From an optimization exercise on the open Yosys and OpenROAD flow, aimed at small area and a short achievable clock period; shortcuts taken in it are not production practice. No functional check of the RTL was part of any run shown here.

## flow/design.v (module list and top-level ports; edited modules follow where they fit)
// module ex2_1: 1692 lines
module ex2_1 (
	      input 		  clk, rst, validi,
	      input [31:0] 	  data_in,
	      output logic 	  valido,
	      output logic [31:0] data_out
	      );
  // ...
==> flow/run.sh <==
#!/bin/bash
# synth_recipe.tcl (not shown) runs the flow's synth.tcl, then flattens the netlist and writes it again
# the make line also repeats each setting of config.mk as NAME=value (left out here)
make -C /OpenROAD-flow-scripts/flow DESIGN_CONFIG=/design/flow/config.mk WORK_HOME=/design/flow/orfs CLKGATE_MAP_FILE= SYNTH_SCRIPT=/design/flow/synth_recipe.tcl finish
==> flow/config.mk <==
export PLATFORM = sky130hd
export DESIGN_NAME = ex2_1
export DESIGN_NICKNAME = ex2_1
export VERILOG_FILES = /design/flow/design.v
export SDC_FILE = /design/flow/constraint.sdc
export NUM_CORES = 4
export LEC_CHECK = 0
export CAP_MARGIN = 20
export CORE_MARGIN = 2
export CORE_UTILIZATION = 40
export SLEW_MARGIN = 20
==> flow/constraint.sdc <==
create_clock -name core_clock -period 8.0 [get_ports {clk}]
set_input_delay 1.6000 -clock core_clock [delete_from_list [all_inputs] [get_ports {clk}]]
set_output_delay 1.6000 -clock core_clock [all_outputs]
set_load 0.01 [all_outputs]
==> results.ini, run 1 <==
[status]
status = no timing/DRC/antenna violations

[worst_setup_path]
critPathArrivalTime_ns = 7.30
rr_worst_depth = 23
path_depth = 23
cp-start-kind = flip-flop

[clock_network]
htree_levels = 3
clk_latency_ns = 0.40
cts_buffers = 9
cts_hold_buf = 0
clkTransAtPathRegs_ns = 0.09
cts_tree = yes
post-cts-setup-buffer-count = 0

[grt]
grt_usage_pct = 23.6
grtUsageMet3_pct = 3.97
grt_util_met1_pct = 30.9

[yosys]
netlist_instances = 1617
synth_top_cell_by_area = fa_1
yosys.area_share.simple_pct = 4.25
yosysMostFrequentCell = inv_1
synth-edff-count = 0
yosys_warnings = 1

[sta]
clock_skew_ns = 0.0180
maxSlewHeadroom_pct = 33.9
setup_viol = 0
fin_ws_ns = 0.961
finalMaxSlewViolations = 0
hold_violations = 0
hold-worst-slack_ns = 0.368
tightestPinTransition_ns = 0.990

[finish]
multi_input_gates = 1123
multi_input_area_share_pct = 69.7
reg.largest.list = a x32, b x32, data_out x32
drive_above_1_share_pct = 6.20
antenna_cells = 0
final-nonclk-buf-share_pct = 6.84

[route]
drt_iter0_markers = 1147
via_count = 11480

[floorplan]
fp.dieH_um = 199
rows = 71

[place]
place_ws_ns = 0.975

[hold_path]
min_path_type = flip-flop to flip-flop

==> run 2, diff against run 1 <==
--- a/flow/config.mk
+++ b/flow/config.mk
@@ -5,7 +5,9 @@
 export SDC_FILE = /design/flow/constraint.sdc
 export NUM_CORES = 4
 export LEC_CHECK = 0
+export ABC_CLOCK_PERIOD_IN_PS = 4000
 export CAP_MARGIN = 20
 export CORE_MARGIN = 2
 export CORE_UTILIZATION = 40
+export SETUP_SLACK_MARGIN = 3.5
 export SLEW_MARGIN = 20
==> run 2 against run 1 <==
Still clean. Utilization is 7.3 points higher. Sequential cell count stayed put. Synthesized cell count stayed put.
==> results.ini, run 2 <==
[status]
status = no timing/DRC/antenna violations  ; unchanged

[sta]
period_minus_slack_ns = 5.82  ; was 7.04 ns
setup_viol = 0  ; unchanged
period_share_pct = 72.8  ; was 88.0%
tightestPinTransition_ns = 0.818  ; was 0.990 ns
fmax_mhz = 172  ; was 142 MHz
clock_skew_ns = 0.0169  ; was 0.0180 ns
hold_violations = 0  ; unchanged
setup_tns_ns = 0  ; unchanged
rsz0062_at_grt = yes  ; was no
maxSlewHeadroom_pct = 45.4  ; was 33.9%
finalMaxSlewViolations = 0  ; unchanged

[grt]
grt_util_met1_pct = 33.6  ; was 30.9%
antenna_found_initial = 0  ; unchanged
grt_pass1_wl_um = 77500  ; was 69700 um
grt_max_degree = 41  ; was 48
top_usage_layer = met2  ; unchanged
overflow = 0  ; unchanged
grt_pass1_vias = 13272  ; was 12.1k
grtUsageMet2_pct = 43.0  ; was 38.1%
grt_usage_pct = 26.3  ; was 23.6%
grtUsageMet3_pct = 5.58  ; was 3.97%

[worst_setup_path]
required_ns = 8.27  ; about the same
r2r_slack_ns = 2.18  ; was 0.96 ns
critPathArrivalTime_ns = 6.10  ; was 7.30 ns
rr_worst_depth = 25  ; was 23
r2r-end = data_out[31]  ; unchanged
cp-start-kind = flip-flop  ; unchanged
crit_path_end_kind = flip-flop  ; unchanged
crit_type = flip-flop to flip-flop  ; unchanged
worstReg2RegStart = a[3]  ; was a[9]
path_max_fanout = 5  ; was 12

[yosys]
yosysMostFrequentCell = inv_1  ; unchanged
async_reset_ff_share_pct = 3.03  ; unchanged
synth-edff-count = 0  ; unchanged
ys.flop_type = dfxtp_1  ; unchanged
ys_ff_latch = 99  ; unchanged
yosys.area.top_type_share_pct = 29.8  ; unchanged
syn_area_um2 = 15100  ; unchanged
ys_seq_area_share_pct = 13.2  ; unchanged
syn_nets = 1954  ; unchanged
yosys_warnings = 1  ; unchanged
netlist_instances = 1617  ; unchanged
synthTopCellsByCount = inv_1 (260), a22oi_1 (225), fa_1 (225), xnor2_1 (199), xor2_1 (132)  ; unchanged
synth_area_leaders = fa_1 (30%), dfxtp_1 (13%), xnor2_1 (12%), a22oi_1 (11%), xor2_1 (7.6%)  ; unchanged
synth_top_cell_by_area = fa_1  ; unchanged
synth.distinct_cells = 53  ; unchanged
syn_area_per_cell_um2 = 9.36  ; unchanged

[place]
place_area_um2 = 16900  ; was 16400 um^2
gp_congestion = 0.927  ; was 0.900
io_buffer_count = 67  ; unchanged
place_hpwl_um = 33300  ; was 34200 um

[finish]
drive_above_1_share_pct = 26.6  ; was 6.20%
final_common_cell = inv_1  ; unchanged
syn_to_final_growth_pct = 28.6  ; was 10.5%
design_area_um2 = 19500  ; was 16700 um^2
final_nets = 2077  ; was 1961
reg.largest.list = a x32, b x32, data_out x32  ; unchanged
antenna_cells = 0  ; unchanged
layout_common_cells = inv_1 (232), a22oi_1 (197), xnor2_1 (192)  ; was inv_1 (260), a22oi_1 (225), fa_1 (225)

[floorplan]
core-area_um2 = 37500  ; unchanged
fp.dieArea_um2 = 39400  ; unchanged
rows = 71  ; unchanged
die_x_um = 199  ; unchanged
initial_core_util_pct = 40.4  ; unchanged
io_pins = 68  ; unchanged
fp.dieH_um = 199  ; unchanged

[clock_network]
cts_buffer_depth = 2  ; unchanged
cts_buffers = 9  ; unchanged
clkTransAtPathRegs_ns = 0.07  ; was 0.09 ns
clock_sinks = 99  ; unchanged
root_buffer = clkbuf_16  ; unchanged
clk_latency_ns = 0.40  ; about the same
htree_levels = 3  ; unchanged
cts_tree = yes  ; unchanged

[run]
max_cap_viol_count = 0  ; unchanged

[route]
wl_per_cell_um = 22.3  ; was 20.7 um
drtAntennaViolNets = 0  ; unchanged
drt_iter0_markers = 1042  ; was 1147
drt-pass1-iter-count = 6  ; unchanged
drt-total-wl_um = 50200  ; was 44300 um
via_per_inst = 5.51  ; was 5.36
drc = 0  ; unchanged
via_count = 12441  ; was 11.5k

[hold_path]
hold_path_depth = 0  ; unchanged
min_path_type = flip-flop to flip-flop  ; unchanged
min_from = b[31]  ; unchanged
hold_path_end = a[31]  ; unchanged

[run 2: worst max path at each step]
stage	startpoint	end	slack [ns]	cells past startpoint
final	a[3]	data_out[31]	2.18	25
after floorplan	a[1]	data_out[31]	2.56	23
after CTS	a[3]	data_out[31]	2.05	25
after detailed placement	a[1]	data_out[31]	1.16	22
after global placement	a[1]	data_out[31]	1.25	19
after global routing	a[3]	data_out[31]	2.01	25
[run 2: what timing repair did]
item                       in CTS  in global routing
resized for setup             156                 88
setup endpoints to repair      24                 24
pin swaps                      76                 81
setup buffers                  93                 43
hold buffers                    0                  0
gates cloned                    6                  0
[run 2: stage by stage]
stage	std cells	setup slack (ns)	hold slack, ns	utilization [%]
2_1_floorplan	1617	2.56	0.327	-
3_3_place_gp	2098	1.25	0.363	45.1
3_5_place_dp	2098	1.16	0.362	45.1
4_1_cts	2213	2.05	0.373	50.0
5_1_grt	2256	2.01	0.383	51.9
6_report	2256	2.18	0.369	51.9
[run 2: layout make-up]
| type | instances | area [um^2] |
|---|---|---|
| clock buffers | 9 | 225 |
| multi-input cells | 1128 | 13200 |
| repair buffers | 241 | 2310 |
| clock inverters | 7 | 63.8 |
| well taps | 511 | 639 |
| flip-flops and latches | 99 | 2070 |
| inverters | 261 | 983 |
| fillers | 3364 | 18000 |
[run 2: kinds of logic (layout without fill, tap and decap cells)]
kind of cell,after synthesis,count (layout),share of synthesized area [%]
AOI/OAI and AO/OA,367,371,17.0
xor gates and xnor gates,333,333,19.4
adders and majority gates,302,302,36.1
buffers and inverters,395,518,9.97
DFF,99,99,13.2
and+or+nand+nor,121,122,4.25
[run 2: per-layer routing]
layer	up-vias	part of all wire (%)
li1	5483	-
met1	6313	41
met2	512	48
met3	133	7.0
met4	0	4.0
met5	-	0
[run 2: worst max-delay path: stages (launching register included)]
cell and delay, ns:
dfxtp_4 0.36, buf_6 0.13, nand3b_1 0.22, o21ai_4 0.11, buf_12 0.15, buf_8 0.12
a22oi_2 0.08, xor2_2 0.22, fa_2 0.54, inv_2 0.04, fa_1 0.49, inv_1 0.05
fa_2 0.34, inv_2 0.06, fa_1 0.42, inv_2 0.07, fa_1 0.45, ha_4 0.25
ha_4 0.29, and3_4 0.22, nor4b_4 0.25, o21a_4 0.24, o41ai_4 0.11, o21ai_2 0.22
a31oi_2 0.14, xnor2_1 0.14

separate check: timing with driven ports:
The results above use ideal ports. As a check the final layouts listed here were re-extracted and re-timed, cells and wires unchanged. Step 1 assumes that a clkbuf_16 drives the clock port and a buf_2 every other input. Step 2 times the ports against the registers' clock, not the clock port: input delays grow and output delays shrink by t, the midpoint of the rising clock arrivals with the driver on. a / b / c = ideal / step 1 / step 2; a / b = the first two.
run	t, ns	setup WS [ns]	hold WS [ns]	worst data-port slew with drivers (ns)
run 1	0.450	0.961 / 0.961 / 0.961	0.368 / 0.368 / 0.368	0.05
run 2	0.446	2.176 / 2.176 / 1.833	0.369 / 0.369 / 0.369	0.04
After both steps setup and hold are still met in every run listed. The setup slack of run 2, which loses most, moves by 0.000 ns with the drivers and by -0.343 ns with both steps.
